Context: an optimization exercise on an open-source flow, tuned for small area. The choices shown serve that exercise and are no tape-out recipe.
At most, simulation tests tie the RTL to the original design; equivalence was not proved.
Power and IR drop assume default switching activity.

==> flow/design.v <==
module top (
    input  wire bb_clk_in,
    input  wire rst_h,
    output wire DATA1,
    output wire DATA2,
    input  wire COM1,
    input  wire COM2
);
wire clk = bb_clk_in;
reg       q2;
reg [1:0] c3;    
always @(posedge clk or posedge rst_h)
    if (rst_h) begin
        q2 <= 1'b0;
        c3 <= 2'd0;
    end else begin
        q2 <= ~q2;
        c3 <= {c3 != 2'd2, c3[1] ^ c3[0]};
    end
wire s2  = ~q2;
wire s3  = (c3 == 2'd3);
wire smp = (c3 == 2'd2);
reg r1, r2;          
reg a1, a2;      
reg rx_in;       
reg line;        
always @(posedge clk) begin
    r1 <= COM1;
    r2 <= COM2;
    if (smp) begin
        a1 <= COM1;
        a2 <= COM2;
        rx_in <= line ? a2 : a1;
    end
end
reg       in_q, in_qq;
reg [1:0] rsd;       
reg       rdec;      
reg [1:0] takt;
reg [3:0] bitc;
reg [7:0] rbyte;
reg       rpar;
wire spad = in_qq & ~in_q;
wire rfail = (rsd == 2'd0) && (takt == 2'd2);
wire dot  = in_qq;
wire rerr = (bitc == 4'd0)  ? dot :
            (bitc == 4'd9)  ? ~(dot ^ rpar) :
            (bitc == 4'd10) ? ~dot : 1'b0;
wire shift_en = (bitc != 4'd0) && (bitc < 4'd9);
wire rd_en = (rsd == 2'd3) && (takt == 2'd2) && (bitc == 4'd11);
always @(posedge clk or posedge rst_h)
    if (rst_h) begin
        rsd   <= 2'd0;
        rdec  <= 1'b0;
    end else if (s3) begin
        case (rsd)
        2'd0: begin
            rdec  <= 1'b0;
            if (spad) rsd <= 2'd1;
        end
        2'd1: if (takt == 2'd1) begin
            if (rerr) rsd <= 2'd0;
            else      rsd <= 2'd2;
        end
        2'd2: begin
            if (takt == 2'd3) rdec <= 1'b1;
            if (takt == 2'd1) begin
                if (rerr) rsd <= 2'd0;
                else if (bitc == 4'd10)
                    rsd <= 2'd3;
            end
        end
        default: begin
            if (spad) rsd <= 2'd1;
            else if (bitc == 4'd11 && takt == 2'd1) rsd <= 2'd0;
        end
        endcase
    end
always @(posedge clk)
    if (s3) begin
        in_q  <= rx_in;
        in_qq <= in_q;
        if (rsd == 2'd0 || (rsd == 2'd3 && spad)) begin
            takt <= 2'd0;
            bitc <= 4'd0;
        end else begin
            takt <= takt + 2'd1;
            if (takt == 2'd1) bitc <= bitc + 4'd1;
        end
        if (rsd == 2'd2 && takt == 2'd1 && shift_en) begin
            rbyte <= {dot, rbyte[7:1]};
            rpar  <= rpar ^ dot;
        end
        if (rsd == 2'd1) rpar <= 1'b0;
    end
localparam D_IDLE = 3'd0, D_HDR = 3'd1, D_BODY = 3'd2, D_CHECK = 3'd3, D_OK = 3'd4, D_BAD = 3'd5;
reg [2:0]  dst;
reg [1:0]  idx;
reg [15:0] rem;
reg [1:0]  cls;      
reg [15:0] rcrc;
wire rx_crc_step = s3 && (rsd == 2'd2) && (bitc == 4'd9 || bitc == 4'd10);
wire rx_crc_bit  = rbyte[{bitc[0], takt[1], ~takt[0]}];
wire front   = s3 && (rsd == 2'd2) && (takt == 2'd3) && !rdec;
wire rx_byte = s3 && rd_en;
wire rx_done = (dst == D_OK) || (dst == D_BAD);
wire rx_ok   = (dst == D_OK);
wire rx_busy = (dst != D_IDLE);
always @(posedge clk or posedge rst_h)
    if (rst_h)
        dst <= D_IDLE;
    else case (dst)
        D_IDLE: if (front) dst <= D_HDR;
        D_HDR: if (s3) begin
            if (rfail) dst <= D_BAD;
            else if (rd_en) begin
                if (idx == 2'd0 && rbyte != 8'ha5) dst <= D_BAD;
                else if (idx == 2'd3) dst <= D_BODY;
            end
        end
        D_BODY: if (s3) begin
            if (rfail) dst <= D_BAD;
            else if (rd_en && rem == 16'd0 && idx == 2'd1) dst <= D_CHECK;
        end
        D_CHECK: dst <= (rcrc == 16'd0) ? D_OK : D_BAD;
        default: dst <= D_IDLE;
    endcase
always @(posedge clk)
    if (dst == D_IDLE)
        rcrc <= 16'hffff;
    else if ((dst == D_HDR || dst == D_BODY) && rx_crc_step)
        rcrc <= {rcrc[14:0], 1'b0} ^ ((rcrc[15] ^ rx_crc_bit) ? 16'h1021 : 16'h0000);
always @(posedge clk)
    if (dst == D_IDLE) begin
        idx  <= 2'd0;
        cls  <= 2'd0;
    end else if ((dst == D_HDR || dst == D_BODY) && rx_byte) begin
        if (dst == D_HDR || rem == 16'd0) idx <= idx + 2'd1;
        if (dst == D_HDR) begin
            if (idx == 2'd1) cls <= {rbyte == 8'h04, rbyte[7:1] == 7'h01};
            if (idx == 2'd2) rem[15:8] <= rbyte;
            if (idx == 2'd3) rem[7:0] <= rbyte;
        end else if (rem != 16'd0)
            rem <= rem - 16'd1;
    end
reg [1:0] rxs;       
reg [4:0] rcnt;
always @(posedge clk or posedge rst_h)
    if (rst_h) begin
        rxs  <= 2'd0;
        line <= 1'b0;
    end else case (rxs)
        2'd0: if (s3 && (!r1 || !r2)) begin
            line <= r1;
            rxs  <= 2'd2;
        end
        2'd1: rxs <= 2'd0;
        2'd2: if (s3) begin
            if (rx_busy) rxs <= 2'd3;
            else if (rcnt == 5'd31) rxs <= 2'd1;
        end
        default: if (rx_done) rxs <= 2'd1;
    endcase
always @(posedge clk)
    if (rxs != 2'd2) rcnt <= 5'd0;
    else if (s3) rcnt <= rcnt + 5'd1;
localparam T_IDLE = 4'd0, T_WAIT = 4'd1, T_RX = 4'd2, T_P1 = 4'd3, T_P2 = 4'd4, T_P3 = 4'd5,
           T_S0 = 4'd6, T_S1 = 4'd7, T_S2 = 4'd8, T_SEND = 4'd9, T_CEND = 4'd10,
           T_F1 = 4'd11, T_F2 = 4'd12, T_F3 = 4'd13;
reg [3:0]  txs;
reg [4:0]  tcnt;
reg        ferr, fdat;
reg [10:0] M;        
reg [15:0] pcnt;     
reg        coding, out, tmo, acc;
reg [3:0]  count;
wire hdr    = (M[10:4] == 7'h7f);
wire crcreg = (M[10:4] == 7'h7e) && (M[3:1] == 3'b111);
wire crc_hi = fdat ? (M == 11'h7ee) : (M == 11'h7fe);
wire is_crc = crcreg || (hdr && M[2] && M[1] && !fdat);
reg [7:0] tbyte;
always @* begin
    if (hdr) begin
        case (M[2:0])
            3'd3:    tbyte = fdat ? 8'h12 : {7'h01, ferr};
            3'd4:    tbyte = fdat ? 8'h07 : 8'h00;
            3'd5:    tbyte = fdat ? 8'hf0 : 8'h00;
            3'd6:    tbyte = pcnt[15:8];
            3'd7:    tbyte = pcnt[7:0];
            default: tbyte = 8'hb6;
        endcase
    end else
        tbyte = M[7:0];
end
wire [2:0] bi = count[2:0] - 3'd2;   
wire [3:0] cj = {~M[0], bi};
reg [15:0] gmask;
reg        kbit, sbit0, sbit1;
always @* begin
    case (cj)
        4'd0: begin gmask = 16'he091; kbit = 1'b0; sbit0 = 1'b0; sbit1 = 1'b0; end
        4'd1: begin gmask = 16'hc122; kbit = 1'b1; sbit0 = 1'b0; sbit1 = 1'b0; end
        4'd2: begin gmask = 16'h8245; kbit = 1'b1; sbit0 = 1'b0; sbit1 = 1'b0; end
        4'd3: begin gmask = 16'h048b; kbit = 1'b1; sbit0 = 1'b1; sbit1 = 1'b1; end
        4'd4: begin gmask = 16'h0916; kbit = 1'b1; sbit0 = 1'b0; sbit1 = 1'b1; end
        4'd5: begin gmask = 16'hf2bd; kbit = 1'b1; sbit0 = 1'b1; sbit1 = 1'b0; end
        4'd6: begin gmask = 16'he57a; kbit = 1'b1; sbit0 = 1'b1; sbit1 = 1'b1; end
        4'd7: begin gmask = 16'hcaf4; kbit = 1'b0; sbit0 = 1'b1; sbit1 = 1'b1; end
        4'd8: begin gmask = 16'h95e9; kbit = 1'b1; sbit0 = 1'b0; sbit1 = 1'b1; end
        4'd9: begin gmask = 16'h2bd3; kbit = 1'b1; sbit0 = 1'b0; sbit1 = 1'b1; end
        4'd10: begin gmask = 16'h57a6; kbit = 1'b1; sbit0 = 1'b1; sbit1 = 1'b0; end
        4'd11: begin gmask = 16'haf4c; kbit = 1'b0; sbit0 = 1'b1; sbit1 = 1'b1; end
        4'd12: begin gmask = 16'hbe09; kbit = 1'b0; sbit0 = 1'b1; sbit1 = 1'b0; end
        4'd13: begin gmask = 16'h7c12; kbit = 1'b1; sbit0 = 1'b1; sbit1 = 1'b0; end
        4'd14: begin gmask = 16'hf824; kbit = 1'b0; sbit0 = 1'b0; sbit1 = 1'b0; end
        4'd15: begin gmask = 16'hf048; kbit = 1'b1; sbit0 = 1'b0; sbit1 = 1'b0; end
    endcase
end
wire crcbit = fdat ? ((^(pcnt & gmask)) ^ kbit) : (ferr ? sbit1 : sbit0);
wire dbit   = is_crc ? crcbit : tbyte[bi];
wire last = is_crc && M[0];    
wire load = s2 && coding && !last && (count == 4'd0);
reg  sel;
always @* begin
    case (count)
        4'd0:    sel = 1'b1;
        4'd1:    sel = tmo;
        4'd2, 4'd3, 4'd4, 4'd5, 4'd6, 4'd7, 4'd8, 4'd9:
                 sel = dbit;
        default: sel = acc;
    endcase
end
always @(posedge clk or posedge rst_h)
    if (rst_h)
        txs <= T_IDLE;
    else case (txs)
        T_IDLE: if (s3 && (!r1 || !r2)) txs <= T_WAIT;
        T_WAIT: if (s3) begin
            if (rx_busy) txs <= T_RX;
            else if (tcnt == 5'd31) txs <= T_IDLE;
        end
        T_RX: if (rx_done) txs <= (cls != 2'd0) ? T_P1 : T_IDLE;
        T_S0, T_S1, T_S2: if (s2) txs <= txs + 4'd1;
        T_SEND: if (s2 && coding && count == 4'd2 && crc_hi) txs <= T_CEND;
        T_CEND: if (s2 && !coding) txs <= T_F1;
        T_F3: txs <= T_IDLE;
        default: txs <= txs + 4'd1;
    endcase
always @(posedge clk) begin
    if (txs != T_WAIT) tcnt <= 5'd0;
    else if (s3) tcnt <= tcnt + 5'd1;
    if (txs == T_RX && rx_done) begin
        ferr <= !rx_ok;
        fdat <= rx_ok && cls[1];
    end
end
always @(posedge clk)
    if (txs == T_P3)
        M <= 11'h7f9;
    else if (load)
        M <= M + 11'd1;
always @(posedge clk or posedge rst_h)
    if (rst_h)
        pcnt <= 16'd0;
    else begin
        if (load && fdat && M == 11'h7fd) pcnt[7:0] <= pcnt[7:0] + 8'd1;
        if (txs == T_F1 && fdat && pcnt[7:0] == 8'd0) pcnt[15:8] <= pcnt[15:8] + 8'd1;
    end
always @(posedge clk or posedge rst_h)
    if (rst_h) begin
        coding <= 1'b0;
        out    <= 1'b1;
    end else if (s2) begin
        if (txs == T_S2) coding <= 1'b1;
        else if (tmo && count == 4'd1) coding <= 1'b0;
        out <= coding ? sel : 1'b1;
    end
always @(posedge clk)
    if (s2) begin
        count <= !coding ? 4'd0 : (count == 4'd10) ? 4'd0 : count + 4'd1;
        tmo   <= coding && ((count == 4'd10) ? last : tmo);
        acc   <= (count < 4'd2) ? 1'b1 : acc ^ sel;
    end
assign DATA1 = out;
assign DATA2 = out;
endmodule
==> flow/config.mk <==
export PLATFORM = sky130hd
export DESIGN_NAME = top
export DESIGN_NICKNAME = top
export VERILOG_FILES = /design/flow/design.v
export SDC_FILE = /design/flow/constraint.sdc
export NUM_CORES = 4
export LEC_CHECK = 0
export CAP_MARGIN = 20
export CORE_MARGIN = 2
export CORE_UTILIZATION = 30
export SLEW_MARGIN = 20
==> flow/constraint.sdc <==
create_clock -name core_clock -period 6.0 [get_ports {bb_clk_in}]
set_input_delay 1.2000 -clock core_clock [delete_from_list [all_inputs] [get_ports {bb_clk_in}]]
set_output_delay 1.2000 -clock core_clock [all_outputs]
set_load 0.01 [all_outputs]
standard.sh (not shown) runs the stock make flow with config.mk's settings and CLKGATE_MAP_FILE= SYNTH_SCRIPT=/design/flow/synth_recipe.tcl, a recipe that flattens the netlist after the stock synthesis.
==> flow/flow/run.sh <==
#!/bin/bash
# Standard layout; clock tree with small leaf buffers and no dummy loads.
export CTS_ARGS="-sink_clustering_enable -repair_clock_nets -dont_use_dummy_load -root_buf sky130_fd_sc_hd__clkbuf_8 -buf_list sky130_fd_sc_hd__clkbuf_4"
bash standard.sh > standard.log 2>&1
The baseline ran to the end with no violations.
Change:
--- a/flow/design.v
+++ b/flow/design.v
@@ -37,4 +37,5 @@
 reg [1:0] rsd;       
 reg       rdec;      
+reg       rfail;     
 reg [1:0] takt;
 reg [3:0] bitc;
@@ -42,5 +43,4 @@
 reg       rpar;
 wire spad = in_qq & ~in_q;
-wire rfail = (rsd == 2'd0) && (takt == 2'd2);
 wire dot  = in_qq;
 wire rerr = (bitc == 4'd0)  ? dot :
@@ -53,19 +53,26 @@
         rsd   <= 2'd0;
         rdec  <= 1'b0;
+        rfail <= 1'b0;
     end else if (s3) begin
         case (rsd)
         2'd0: begin
             rdec  <= 1'b0;
+            rfail <= 1'b0;
             if (spad) rsd <= 2'd1;
         end
         2'd1: if (takt == 2'd1) begin
-            if (rerr) rsd <= 2'd0;
-            else      rsd <= 2'd2;
+            if (rerr) begin
+                rfail <= 1'b1;
+                rsd   <= 2'd0;
+            end else
+                rsd <= 2'd2;
         end
         2'd2: begin
             if (takt == 2'd3) rdec <= 1'b1;
             if (takt == 2'd1) begin
-                if (rerr) rsd <= 2'd0;
-                else if (bitc == 4'd10)
+                if (rerr) begin
+                    rfail <= 1'b1;
+                    rsd   <= 2'd0;
+                end else if (bitc == 4'd10)
                     rsd <= 2'd3;
             end
@@ -73,5 +80,8 @@
         default: begin
             if (spad) rsd <= 2'd1;
-            else if (bitc == 4'd11 && takt == 2'd1) rsd <= 2'd0;
+            else if (bitc == 4'd11 && takt == 2'd1) begin
+                rfail <= 1'b1;
+                rsd   <= 2'd0;
+            end
         end
         endcase
@@ -166,12 +176,12 @@
     else if (s3) rcnt <= rcnt + 5'd1;
 localparam T_IDLE = 4'd0, T_WAIT = 4'd1, T_RX = 4'd2, T_P1 = 4'd3, T_P2 = 4'd4, T_P3 = 4'd5,
-           T_S0 = 4'd6, T_S1 = 4'd7, T_S2 = 4'd8, T_SEND = 4'd9, T_CEND = 4'd10,
-           T_F1 = 4'd11, T_F2 = 4'd12, T_F3 = 4'd13;
+           T_SEND = 4'd6, T_CEND = 4'd7, T_F1 = 4'd8, T_F2 = 4'd9, T_F3 = 4'd10;
 reg [3:0]  txs;
 reg [4:0]  tcnt;
 reg        ferr, fdat;
+reg        wr_in;
 reg [10:0] M;        
 reg [15:0] pcnt;     
-reg        coding, out, tmo, acc;
+reg        coding, full, out, tmo, acc;
 reg [3:0]  count;
 wire hdr    = (M[10:4] == 7'h7f);
@@ -219,6 +229,5 @@
 wire crcbit = fdat ? ((^(pcnt & gmask)) ^ kbit) : (ferr ? sbit1 : sbit0);
 wire dbit   = is_crc ? crcbit : tbyte[bi];
-wire last = is_crc && M[0];    
-wire load = s2 && coding && !last && (count == 4'd0);
+wire load = s2 && coding && full && (count == 4'd0);
 reg  sel;
 always @* begin
@@ -241,6 +250,5 @@
         end
         T_RX: if (rx_done) txs <= (cls != 2'd0) ? T_P1 : T_IDLE;
-        T_S0, T_S1, T_S2: if (s2) txs <= txs + 4'd1;
-        T_SEND: if (s2 && coding && count == 4'd2 && crc_hi) txs <= T_CEND;
+        T_SEND: if (s2 && wr_in && crc_hi) txs <= T_CEND;
         T_CEND: if (s2 && !coding) txs <= T_F1;
         T_F3: txs <= T_IDLE;
@@ -255,4 +263,11 @@
     end
 end
+always @(posedge clk or posedge rst_h)
+    if (rst_h)
+        wr_in <= 1'b0;
+    else if (txs != T_SEND)
+        wr_in <= 1'b0;
+    else if (s2)
+        wr_in <= !wr_in && !full;
 always @(posedge clk)
     if (txs == T_P3)
@@ -270,8 +285,11 @@
     if (rst_h) begin
         coding <= 1'b0;
+        full   <= 1'b0;
         out    <= 1'b1;
     end else if (s2) begin
-        if (txs == T_S2) coding <= 1'b1;
+        if (full) coding <= 1'b1;
         else if (tmo && count == 4'd1) coding <= 1'b0;
+        if (count == 4'd0 && coding) full <= 1'b0;
+        else if (wr_in && !tmo) full <= 1'b1;
         out <= coding ? sel : 1'b1;
     end
@@ -279,5 +297,5 @@
     if (s2) begin
         count <= !coding ? 4'd0 : (count == 4'd10) ? 4'd0 : count + 4'd1;
-        tmo   <= coding && ((count == 4'd10) ? last : tmo);
+        tmo   <= coding && ((count == 4'd10) ? !(full || wr_in) : tmo);
         acc   <= (count < 4'd2) ? 1'b1 : acc ^ sel;
     end
Effect: Sequential share of layout area rises by 0.51 points; clock power barely changes; design area rose by 1.2%; register-to-register slack degrades by 0.16 ns; hold slack is better by 0.010 ns; global-route usage hardly moves; total power shrinks by 14%; first-iteration DRC count shrinks by 39%; non-clock buffer count is higher by 2; combinational power falls by 38%; fmax fell by 3.9%; die area went up by 0.56%; utilization increases by 0.28 points.
Only the layout flow was run in the second run of this note; the RTL was not checked for function there.

[what the ideal ports hide]
In the flow no input, the clock included, has a driving cell. The finished layouts below were timed again as built, in two steps. Step 1, drivers: a clkbuf_16 drives bb_clk_in and a buf_2 each remaining input, both assumed. Step 2 times the ports against the registers' clock, not the clock port: input delays grow and output delays shrink by t, the midpoint of the rising clock arrivals with the driver on. Three values: ideal ports, drivers, drivers and shift; two values: the first two.
| run | shift t [ns] | slack for setup (ns) | worst setup path after step 2 | slew at the worst register clock pin (ns) | worst slew at a driven data input, ns |
|---|---|---|---|---|---|
| the first run | 0.431 | 1.948 / 1.948 / 1.948 | register to register | 0.12 / 0.12 | 0.03 |
| the second run | 0.420 | 1.784 / 1.784 / 1.784 | register to register | 0.12 / 0.12 | 0.03 |
After both steps setup and hold are still met in every run listed.
